From an optimization exercise on the open Yosys and OpenROAD flow, aimed at small area; shortcuts taken in it are not production practice.
Only simulation tests tie the RTL to the original design; equivalence was not proved.
No activity file was given, so power comes from the tool's default toggle rates.

==> inputs of v3 <==
Design Ball_thrower, start of the top module:
module Ball_thrower(
  input         CLOCK_50,
  input  [3:0] KEY,          
  input  [17:0] SW,           
  output        VGA_CLK,      
  output        VGA_HS,       
  output        VGA_VS,       
  output        VGA_BLANK_N,  
  output        VGA_SYNC_N,   
  output [7:0]  VGA_R,        
  output [7:0]  VGA_G,        
  output [7:0]  VGA_B         
  );
function [11:0] add;
	input [10:0] a;
	input [10:0] b;
	input cin;
	integer k;
	reg c;
	begin
		c = cin;
		for (k = 0; k < 11; k = k + 1) begin
			add[k] = a[k] ^ b[k] ^ c;
			c = (a[k] & b[k]) | (a[k] & c) | (b[k] & c);
		end
		add[11] = c;
	end
endfunction
function [10:0] inc;
	input [10:0] a;
	integer k;
	reg c;
	begin
		c = 1'b1;
		for (k = 0; k < 11; k = k + 1) begin
			inc[k] = a[k] ^ c;
			c = a[k] & c;
		end
	end
endfunction
function ge;
	input [10:0] a;
	input [10:0] b;
	integer k;
	reg r;
	begin
		r = 1'b1;
		for (k = 0; k < 11; k = k + 1)
			r = (a[k] & ~b[k]) | (~(a[k] ^ b[k]) & r);
		ge = r;
	end
endfunction
wire clk = CLOCK_50;
wire rst = SW[17];
wire go = SW[0];
assign VGA_SYNC_N = 1'b0;
reg [10:0] count;
reg half;
reg vga_en;
reg vga_clk_q;
assign VGA_CLK = vga_clk_q;
wire last = &count[10:6] & count[4];    
wire update = last & ~half;
always @(posedge clk)
  ...
make LEC_CHECK=0 CAP_MARGIN=20 CORE_MARGIN=2 CORE_UTILIZATION=40 SLEW_MARGIN=20 SYNTH_MEMORY_MAX_BITS=8192 finish   # period 20.0 ns
run.sh (not shown) runs the stock make flow with config.mk's settings and CLKGATE_MAP_FILE= SYNTH_SCRIPT=/design/flow/synth_recipe.tcl, a recipe that flattens the netlist after the stock synthesis.
==> v24: changes against v3 <==
--- a/flow/design.v
+++ b/flow/design.v
@@ -302,16 +302,16 @@
 endfunction
 wire clk = CLOCK_50;
 wire rst = SW[17];
 wire go = SW[0];
 assign VGA_SYNC_N = 1'b0;
 reg [10:0] count;
 reg half;
-reg vga_en;
 reg vga_clk_q;
+wire vga_en = count[0] ^ half;
 assign VGA_CLK = vga_clk_q;
 wire last = &count[10:6] & count[4];    
 wire update = last & ~half;
 always @(posedge clk)
 begin
 	if (rst) begin
 		count <= 11'd0;
@@ -320,21 +320,18 @@
 		count <= 11'd0;
 		half <= ~half;
 	end else
 		count <= inc(count);
 end
 always @(posedge clk)
 begin
-	if (rst) begin
-		vga_en <= 1'b0;
+	if (rst)
 		vga_clk_q <= 1'b0;
-	end else begin
-		vga_en <= ~vga_en;
+	else
 		vga_clk_q <= vga_en;
-	end
 end
 reg [9:0] xCount, yCount;
 wire xmax = xCount[9] & xCount[8] & xCount[4] & xCount[3] & xCount[0];   
 wire ymax = yCount[9] & yCount[3] & yCount[2] & yCount[0];               
 wire x0 = ~|xCount;
 wire [10:0] xinc = inc({1'b0, xCount});
 wire [10:0] yinc = inc({1'b0, yCount});
@@ -364,85 +361,60 @@
 assign VGA_HS = ~p_hSync;
 assign VGA_VS = ~p_vSync;
 assign VGA_BLANK_N = ScreenArea;
 reg [3:0] S;
 reg [3:0] NS;
 reg [2:0] Vel;
 reg [4:0] Ang;
-localparam ANGLEUP = 4'd0,
-	ANGLEDOWN = 4'd1,
-	POWERUP = 4'd2,
-	POWERDOWN = 4'd3,
-	STAY = 4'd4,
-	DELAY1A = 4'd5,
-	DELAY2A = 4'd6,
-	DELAY3A = 4'd7,
-	DELAY1P = 4'd8,
-	DELAY2P = 4'd9,
-	DELAY3P = 4'd10,
-	DELAY4P = 4'd11,
-	DELAY5P = 4'd12,
-	DELAY6P = 4'd13;
+wire [11:0] S_dec = add({7'd0, S}, 11'h7ff, 1'b0);
 always @(*)
-	case (S)
-		ANGLEUP: NS = DELAY1A;
-		ANGLEDOWN: NS = DELAY1A;
-		POWERUP: NS = DELAY1P;
-		POWERDOWN: NS = DELAY1P;
-		DELAY1A: NS = DELAY2A;
-		DELAY2A: NS = DELAY3A;
-		DELAY3A: NS = STAY;
-		DELAY1P: NS = DELAY2P;
-		DELAY2P: NS = DELAY3P;
-		DELAY3P: NS = DELAY4P;
-		DELAY4P: NS = DELAY5P;
-		DELAY5P: NS = DELAY6P;
-		DELAY6P: NS = STAY;
-		STAY:
-			if (KEY[0] == 1'b0 && ~Ang[4])
-				NS = ANGLEUP;
-			else if (KEY[1] == 1'b0 && |Ang)
-				NS = ANGLEDOWN;
-			else if (KEY[2] == 1'b0 && ~(Vel[2] & Vel[0]))
-				NS = POWERUP;
-			else if (KEY[3] == 1'b0 && |Vel)
-				NS = POWERDOWN;
-			else
-				NS = STAY;
-		default: NS = STAY;
-	endcase
+	if (S[3])
+		NS = S[1] ? 4'd6 : 4'd3;
+	else if (S != 4'd0)
+		NS = S_dec[3:0];
+	else if (KEY[0] == 1'b0 && ~Ang[4])
+		NS = 4'b1000;
+	else if (KEY[1] == 1'b0 && |Ang)
+		NS = 4'b1001;
+	else if (KEY[2] == 1'b0 && ~(Vel[2] & Vel[0]))
+		NS = 4'b1010;
+	else if (KEY[3] == 1'b0 && |Vel)
+		NS = 4'b1011;
+	else
+		NS = 4'd0;
 wire [10:0] ang_up = inc({6'd0, Ang});
 wire [11:0] ang_dn = add({6'd0, Ang}, 11'h7ff, 1'b0);
 wire [10:0] vel_up = inc({8'd0, Vel});
 wire [11:0] vel_dn = add({8'd0, Vel}, 11'h7ff, 1'b0);
 always @(posedge clk)
 begin
 	if (rst) begin
-		S <= STAY;
+		S <= 4'd0;
 		Vel <= 3'd0;
 		Ang <= 5'd0;
 	end else if (update) begin
 		S <= NS;
 		case (S)
-			ANGLEUP: Ang <= ang_up[4:0];
-			ANGLEDOWN: Ang <= ang_dn[4:0];
-			POWERUP: Vel <= vel_up[2:0];
-			POWERDOWN: Vel <= vel_dn[2:0];
+			4'b1000: Ang <= ang_up[4:0];
+			4'b1001: Ang <= ang_dn[4:0];
+			4'b1010: Vel <= vel_up[2:0];
+			4'b1011: Vel <= vel_dn[2:0];
 			default: ;
 		endcase
 	end
 end
-wire [11:0] nax0 = add({6'd0, Ang}, 11'd981, 1'b0);
-wire [11:0] nax = add(nax0[10:0], {6'h3f, ~Vel, 2'b11}, 1'b1);
-wire [11:0] nay0 = add({4'd0, Ang, 2'b00}, {5'd0, Vel, 3'b000}, 1'b0);
-wire [11:0] nay1 = add(nay0[10:0], {7'd0, Vel, 1'b0}, 1'b0);
-wire [11:0] nay = add(nay1[10:0], 11'd598, 1'b0);
-wire [11:0] adx = add(X, {1'b0, nax[9:0]}, 1'b0);
-wire [11:0] ady = add(Y, {1'b0, nay[9:0]}, 1'b0);
-wire arrow_hit = adx[10] & ~|adx[9:2] & ady[10] & ~|ady[9:2];
+wire [11:0] v21 = add(11'd21, {8'hff, ~Vel}, 1'b1);                   
+wire [11:0] apx = add({6'd0, Ang}, {4'd0, v21[4:0], 2'b01}, 1'b0);    
+wire [11:0] apy0 = add({5'd0, Ang, 1'b0}, {6'd0, Vel, 2'b00}, 1'b0);
+wire [11:0] apy = add(apy0[10:0], {8'd0, Vel}, 1'b0);                 
+wire [11:0] apy1 = add(apy[10:0], 11'd43, 1'b0);
+wire [11:0] adx = add({4'd0, xCount[6:0]}, {4'd0, apx[6:0]}, 1'b0);
+wire [11:0] ady = add({3'd0, yCount[7:0]}, {3'd0, apy1[6:0], 1'b0}, 1'b0);
+wire arrow_hit = ~|xCount[9:7] & adx[7] & ~|adx[6:2] &
+	~yCount[9] & yCount[8] & ady[8] & ~|ady[7:2];
 reg arrow;
 always @(posedge clk)
 begin
 	if (rst)
 		arrow <= 1'b0;
 	else if (vga_en)
 		arrow <= arrow_hit;
==> flow/flow/run.sh (new file) <==
#!/bin/bash
# Layout flow: the standard flow (standard.sh), with these changes:
# * the port buffers (every input and output port still gets one) and the
#   buffers synthesis puts on outputs driven by the same net are buf_1;
# * the clock tree is built from clkbuf_8 without dummy loads.
set -euo pipefail
W=$(pwd)
F=$W/flow

# synth.tcl from ORFS with two changes: the abc call uses flow/area.abc, and
# extract_fa is skipped
sed -e 's|^\( *\)log_cmd abc {\*}\$abc_args$|\1log_cmd abc {*}[lreplace $abc_args 1 1 '"$F"'/area.abc]|' \
    -e 's|^\( *\)extract_fa {\*}\[dont_use_extract_fa_args\]$|\1# extract_fa skipped|' \
    "$FLOW_HOME/scripts/synth.tcl" > "$W/synth_area.tcl"
grep -q "area.abc" "$W/synth_area.tcl"
grep -q "# extract_fa skipped" "$W/synth_area.tcl"

# The standard flow's synthesis script, sourcing the changed synth.tcl
sed -e "s|\$::env(SCRIPTS_DIR)/synth.tcl|$W/synth_area.tcl|" "$W/synth_recipe.tcl" > "$W/synth_recipe_area.tcl"
grep -q "synth_area.tcl" "$W/synth_recipe_area.tcl"

# standard.sh with that synthesis script
sed -e "s|$W/synth_recipe.tcl|$W/synth_recipe_area.tcl|g" "$W/standard.sh" > "$W/standard_area.sh"
grep -q "synth_recipe_area.tcl" "$W/standard_area.sh"

bash "$W/standard_area.sh" \
    "BUFFER_PORTS_ARGS=-buffer_cell sky130_fd_sc_hd__buf_1" \
    "MIN_BUF_CELL_AND_PORTS=sky130_fd_sc_hd__buf_1 A X" \
    "CTS_ARGS=-sink_clustering_enable -repair_clock_nets -buf_list sky130_fd_sc_hd__clkbuf_8 -dont_use_dummy_load" \
    finish > "$W/flow_make.log" 2>&1
==> flow/flow/area.abc (new file) <==
strash; dc2; resub -K 8; dc2; dch -f; amap -m -F 4 -A 8; topo; mfs2 -W 4 -M 5000; strash; dc2; dch -f; amap -m -F 4 -A 8; topo; mfs2; strash; dch -f; amap -m; topo
==> flow/standard.sh (new file) <==
#!/bin/bash
# synth_recipe.tcl (not shown) runs the flow's synth.tcl, then flattens the netlist and writes it again
# the make line also repeats each setting of config.mk as NAME=value (left out here)
make -C /OpenROAD-flow-scripts/flow DESIGN_CONFIG=/design/flow/config.mk WORK_HOME=/design/flow/orfs CLKGATE_MAP_FILE= SYNTH_SCRIPT=/design/flow/synth_recipe.tcl "${@:-finish}"
removed: flow/run.sh
==> summary of the runs <==
In v24 the sequential share of layout area is higher than in v3, by 6.8 points. Of v24 and v3, v24 has the higher maximum frequency (gap 5.7%, measured against v3). Wire length: v3 is larger than v24 (about 6%). Against v24, the cell area of v3 is higher by 27%. Between v3 and v24, the lower utilization is in v3 (gap 0.39 points). Of v24 and v3, v24 has the higher register-to-register slack (gap 0.37 ns).
==> figures <==
quantity                                                                                     v24                                v3
Number of clock buffer instances in the layout                                                 9                                10
Clk slew on worst S/H paths                                                              0.09 ns                           0.07 ns
Layout cells sized above 1                                                                 1.99%                             5.14%
Library cell contributing the largest single delay on the critical path  sky130_fd_sc_hd__nor4_1  sky130_fd_sc_hd__clkdlybuf4s50_1
Run status                                                                        finished clean                    finished clean
Relative area of clock buffers and inverters in the final design                           1.83%                             3.18%
Clk. pwr                                                                              0.000104 W                        0.000169 W
Seq/Total Area, Yosys                                                                      35.3%                             27.8%
Ratio of final minimum period to clock period                                              31.9%                             33.8%
Via count of the first global-routing pass                                                  5775                              5860
DRC violation total after the first TritonRoute iteration                                    561                               468
Wire length the detailed router placed on met1                                           7910 um                           8320 um
Sequential share of cell area                                                              32.7%                             25.9%
Wire length on met2                                                                      7510 um                           8360 um

[separate check: timing with driven ports]
The flow's constraints put no driver on any port. The routed layouts listed below were extracted and timed again, unchanged, in two steps.
Step 1 sets driving cells, clkbuf_16 on the clock port and buf_2 on the other inputs (assumed; they add their load-dependent delay and slew).
Step 2 times the ports against the registers' clock, not the clock port: input delays grow and output delays shrink by t, the midpoint of the rising clock arrivals with the driver on.
a / b / c = no drivers / after step 1 / after step 2; a / b = the first two.
| run | t (ns) | setup WS [ns] | hold WS [ns] | clock arrival spread, ns | worst data-port slew with drivers (ns) |
|---|---|---|---|---|---|
| v3 | 0.391 | 13.248 / 13.208 / 13.599 | 0.465 / 0.465 / 0.465 | 0.014 / 0.014 | 0.03 |
| v24 | 0.401 | 13.614 / 13.576 / 13.977 | 0.468 / 0.468 / 0.468 | 0.023 / 0.024 | 0.03 |
After both steps every run listed still meets setup and hold.
